What follows belongs to an exercise in optimizing a design on an open flow for small area and a short achievable clock period; a production flow would make more cautious choices. Only simulation tests tie the RTL to the original design; equivalence was not proved. Power and IR drop assume default switching activity.

## fc2
module fc2 (
    input clk,
    input rst_n,
    input logic [511:0] weight ,
    input  logic [10:0] in_data,
    input in_valid,
    output logic out_valid,
    output logic [15:0] sum
);
Size in the first run: ~22000 cells after synthesis, roughly 4200 flip-flops, ~540 I/O pins.
Settings: LEC_CHECK=0, CAP_MARGIN=20, CORE_MARGIN=2, CORE_UTILIZATION=45, CTS_CLUSTER_DIAMETER=100, CTS_CLUSTER_SIZE=20, SETUP_SLACK_MARGIN=4.75, SLEW_MARGIN=20, SYNTH_HIERARCHICAL=1; clock period 8.0 ns.
run.sh (not shown) runs the stock make flow with config.mk's settings and CLKGATE_MAP_FILE= SYNTH_SCRIPT=/design/flow/synth_recipe.tcl, a recipe that flattens the netlist after the stock synthesis.
The baseline completed with no timing, DRC or antenna violations.
Edit:
SETUP_SLACK_MARGIN = 4.6   (was 4.75)
Effect:
- power shrinks by 7.9%
- sequential share of layout area goes up by 1.1 points
- via count fell by 3.3%
- setup slack gets better by 0.087 ns
Edit:
CTS_CLUSTER_DIAMETER = default   (was 100)
CTS_CLUSTER_SIZE = default   (was 20)
SETUP_SLACK_MARGIN = 4.65   (was 4.6)
The new run ran to the end with no violations.
Sequential cell count is unchanged.
Routed wire length goes up by 5.4%.
Setup slack got worse by 0.019 ns.
Cell area rose by 4.8%.
Critical path depth goes up by 2.
Clock power came out higher by 62%.
Die area does not change.
Via count went up by 2.5%.
Clock skew falls by 0.027 ns.
Register-to-register slack loses 0.02 ns.

Another version of the RTL of fc2 (not shown whole).
Size in the first run: about 22000 cells after synthesis, ~540 I/O pins, ~260000 um^2 of cells after synthesis.
Settings: LEC_CHECK=0, CAP_MARGIN=20, CORE_MARGIN=2, CORE_UTILIZATION=45, CTS_CLUSTER_DIAMETER=100, CTS_CLUSTER_SIZE=20, SETUP_SLACK_MARGIN=4.55, SLEW_MARGIN=20, SYNTH_HIERARCHICAL=1; clock period 8.0 ns.
The first run finished clean.
Edit:
Settings changed: SETUP_SLACK_MARGIN 4.55 to 4.6.
Non-clock buffer count rises by 206.
Global-route usage went up by 0.24 points.
Core utilization increases by 0.69 points.
Via count grows by 0.85%.
Routed wire length came out higher by 1.6%.
Sequential cell count is unchanged.
Power went up by 2.9%.
First-iteration DRC count increases by 5.4%.
Final area came out higher by 1.4%.
Synthesized area is unchanged.
Setup slack got worse by 0.028 ns.

Another version of the RTL of fc2 (not shown whole).
For scale: roughly 4500 flip-flops, ~270000 sq um of cells after synthesis.
// fc2
module fc2 (
    input clk,
    input rst_n,
    input logic [511:0] weight ,
    input  logic [10:0] in_data,
    input in_valid,
    output logic out_valid,
    output logic [15:0] sum
);
localparam logic [511:0] BIAS_FLAT = {
    8'h24, 8'h0E, 8'h01, 8'h02, 8'h1F, 8'h12, 8'hFE, 8'hEF,
    8'h1A, 8'hE5, 8'h08, 8'h19, 8'h3E, 8'hD0, 8'h25, 8'h07,
    8'h12, 8'hF0, 8'hBC, 8'hF6, 8'hFF, 8'h06, 8'hF7, 8'hFD,
    8'h0E, 8'h01, 8'hD4, 8'hE7, 8'hF4, 8'hE0, 8'hD1, 8'h3E,
    8'h09, 8'h20, 8'hC6, 8'hFA, 8'hFD, 8'h17, 8'hF4, 8'hF0,
    8'h12, 8'h17, 8'hF3, 8'h12, 8'h01, 8'h12, 8'h01, 8'h19,
    8'h23, 8'hB9, 8'hFB, 8'h12, 8'hD8, 8'hB2, 8'h19, 8'hE9,
    8'hE9, 8'h16, 8'h11, 8'hC5, 8'h1C, 8'h01, 8'h26, 8'hD8
};
logic       run, primed;
logic [7:0] ph, ph_n;
logic       load;
assign ph_n = (run || in_valid) ? ph + 8'd1 : ph;
always_ff @(posedge clk or negedge rst_n) begin
    if (!rst_n) begin
        run <= 1'b0;
        ph <= 8'd255;
        load <= 1'b0;
        primed <= 1'b0;
        out_valid <= 1'b0;
    end else begin
        if (in_valid) run <= 1'b1;
        ph <= ph_n;
        load <= (ph_n == 8'd0);
        if (run && ph == 8'd255) primed <= 1'b1;
        out_valid <= primed && (ph >= 8'd5) && (ph <= 8'd68);
    end
end
logic [19:0] res [0:63];
genvar g;
generate
    for (g = 0; g < 16; g = g + 1) begin : grp
        logic [79:0] gres;
        fc2_group #(.BIASES(BIAS_FLAT[(15 - g)*32 +: 32])) fg (
            .clk(clk),
            .weight(weight[32*g +: 32]),
            .in_data(in_data),
            .load_n(ph_n == 8'd0),
            .res(gres)
        );
        for (genvar j = 0; j < 4; j = j + 1) begin : ch
            assign res[4*g + j] = gres[20*j +: 20];
  ...
Settings: LEC_CHECK=0, CAP_MARGIN=20, CORE_MARGIN=2, CORE_UTILIZATION=45, CTS_CLUSTER_DIAMETER=100, CTS_CLUSTER_SIZE=20, SETUP_SLACK_MARGIN=4.7, SLEW_MARGIN=20, SYNTH_HIERARCHICAL=1; clock period 8.0 ns.
==> next run, changes <==
--- a/flow/config.mk
+++ b/flow/config.mk
@@ -10,5 +10,3 @@
 export CORE_UTILIZATION = 45
-export CTS_CLUSTER_DIAMETER = 100
-export CTS_CLUSTER_SIZE = 20
-export SETUP_SLACK_MARGIN = 4.7
+export SETUP_SLACK_MARGIN = 4.6
 export SLEW_MARGIN = 20
Result: The changed run went through all stages and came out clean; critical path depth fell by 2; synthesized area is unchanged; register-to-register slack is worse by 0.04 ns; hold slack got worse by 0.0058 ns; setup slack is worse by 0.041 ns; maximum frequency is lower by about 1.2%; global-route usage hardly moves; sequential power barely changes; synthesized cell count is unchanged; power climbs by about 4%.
==> next run, changes <==
--- a/flow/config.mk
+++ b/flow/config.mk
@@ -8,5 +8,6 @@
 export CAP_MARGIN = 20
+export CELL_PAD_IN_SITES_DETAIL_PLACEMENT = 1
 export CORE_MARGIN = 2
 export CORE_UTILIZATION = 45
-export SETUP_SLACK_MARGIN = 4.6
+export SETUP_SLACK_MARGIN = 4.7
 export SLEW_MARGIN = 20
Outcome:
- cell count grows slightly
- clock skew came out lower by 0.010 ns
- non-clock buffer count increases by 433
- power is higher by a little under a tenth
- sequential power barely changes
- hold slack got worse by 0.0046 ns
- flip-flop and latch count does not change
- critical path depth came out higher by 4
- area after synthesis is unchanged
- synthesized cell count does not change

== run A ==
Another version of the RTL of fc2 (not shown whole).
For scale: about 23000 cells after synthesis, ~540 I/O pins, about 270000 µm² of cells after synthesis.
// fc2
module fc2 (
    input clk,
    input rst_n,
    input logic [511:0] weight ,
    input  logic [10:0] in_data,
    input in_valid,
    output logic out_valid,
    output logic [15:0] sum
);
localparam logic [511:0] BIAS_FLAT = {
    8'h24, 8'h0E, 8'h01, 8'h02, 8'h1F, 8'h12, 8'hFE, 8'hEF,
    8'h1A, 8'hE5, 8'h08, 8'h19, 8'h3E, 8'hD0, 8'h25, 8'h07,
    8'h12, 8'hF0, 8'hBC, 8'hF6, 8'hFF, 8'h06, 8'hF7, 8'hFD,
    8'h0E, 8'h01, 8'hD4, 8'hE7, 8'hF4, 8'hE0, 8'hD1, 8'h3E,
    8'h09, 8'h20, 8'hC6, 8'hFA, 8'hFD, 8'h17, 8'hF4, 8'hF0,
    8'h12, 8'h17, 8'hF3, 8'h12, 8'h01, 8'h12, 8'h01, 8'h19,
    8'h23, 8'hB9, 8'hFB, 8'h12, 8'hD8, 8'hB2, 8'h19, 8'hE9,
    8'hE9, 8'h16, 8'h11, 8'hC5, 8'h1C, 8'h01, 8'h26, 8'hD8
};
logic       run, primed;
logic [7:0] ph, ph_n;
logic       load;
assign ph_n = (run || in_valid) ? ph + 8'd1 : ph;
always_ff @(posedge clk or negedge rst_n) begin
    if (!rst_n) begin
        run <= 1'b0;
        ph <= 8'd255;
        load <= 1'b0;
        primed <= 1'b0;
        out_valid <= 1'b0;
    end else begin
        if (in_valid) run <= 1'b1;
        ph <= ph_n;
        load <= (ph_n == 8'd0);
        if (run && ph == 8'd255) primed <= 1'b1;
        out_valid <= primed && (ph >= 8'd5) && (ph <= 8'd68);
    end
end
logic [19:0] res [0:63];
genvar g;
generate
    for (g = 0; g < 16; g = g + 1) begin : grp
        logic [79:0] gres;
        fc2_group #(.BIASES(BIAS_FLAT[(15 - g)*32 +: 32])) fg (
            .clk(clk),
            .weight(weight[32*g +: 32]),
            .in_data(in_data),
            .load_n(ph_n == 8'd0),
            .res(gres)
        );
        for (genvar j = 0; j < 4; j = j + 1) begin : ch
            assign res[4*g + j] = gres[20*j +: 20];
        end
    end
endgenerate
  ...
clock: 8.0 ns
lec_check: 0
cap_margin: 20
core_margin: 2
core_utilization: 45
cts_cluster_diameter: 100
cts_cluster_size: 20
setup_slack_margin: 4.65
slew_margin: 20
synth_hierarchical: 1
For run B, these inputs were changed with respect to run A:
Settings: changing SETUP_SLACK_MARGIN from 4.65 to 4.75.
--- outcome ---
Run B went all the way through synthesis, placement and routing and the layout is clean on timing, DRC and antenna.
The internal cell power reported for run B is greater than that of run A by 4.1%.
Run B against run A: worst endpoint data arrival time went up 0.02 ns; power went up 3.4%.
Filler cell count: run B vs run A down about 0.56%
Run B against run A: highest clock frequency the design can meet stayed essentially flat, shortest clock period the worst path allows after layout stayed essentially flat.
The setup slack on run A is in line with that on run B.
On placement-stage worst setup slack, the higher figure sits with run A, not run B.
Actual transition at the worst max-transition pin ends up lower on run B.

## port drivers added, routing unchanged
The flow's constraints put no driver on any port. The routed layouts listed below were extracted and timed again, unchanged, in two steps. Step 1 assumes that a clkbuf_16 drives the clock port and a buf_2 every other input. Step 2, shift: input delay + t, output delay - t, t = (earliest + latest rising clock arrival at the registers) / 2. This alone moves slack from input paths to output paths. Slacks: ideal / step 1 / step 2; pairs: ideal / step 1.
run | shift t [ns] | slack for setup (ns) | latest minus earliest clock arrival (ns) | worst data-port slew with drivers (ns)
the first run of note 1 | 1.128 | 4.472 / 4.472 / 3.757 | 0.071 / 0.071 | 0.40
the second run of note 1 | 1.137 | 4.559 / 4.559 / 3.652 | 0.104 / 0.105 | 0.35
the third run of note 1 | 1.183 | 4.540 / 4.540 / 3.725 | 0.088 / 0.087 | 0.36
the first run of note 2 | 1.119 | 4.541 / 4.541 / 3.771 | 0.061 / 0.062 | 0.33
the second run of note 2 | 1.115 | 4.513 / 4.513 / 3.800 | 0.072 / 0.071 | 0.41
the first run of note 3 | 1.124 | 4.658 / 4.658 / 3.792 | 0.096 / 0.096 | 0.38
the second run of note 3 | 1.195 | 4.617 / 4.595 / 3.501 | 0.083 / 0.083 | 0.35
the third run of note 3 | 1.216 | 4.611 / 4.611 / 3.573 | 0.075 / 0.075 | 0.40
run A | 1.139 | 4.650 / 4.650 / 3.752 | 0.095 / 0.095 | 0.40
run B | 1.142 | 4.647 / 4.647 / 3.754 | 0.078 / 0.078 | 0.37
After both steps every run listed still meets setup and hold. For the second run of note 3, which loses most, drivers alone change the setup slack by -0.022 ns; drivers and shift together by -1.116 ns.
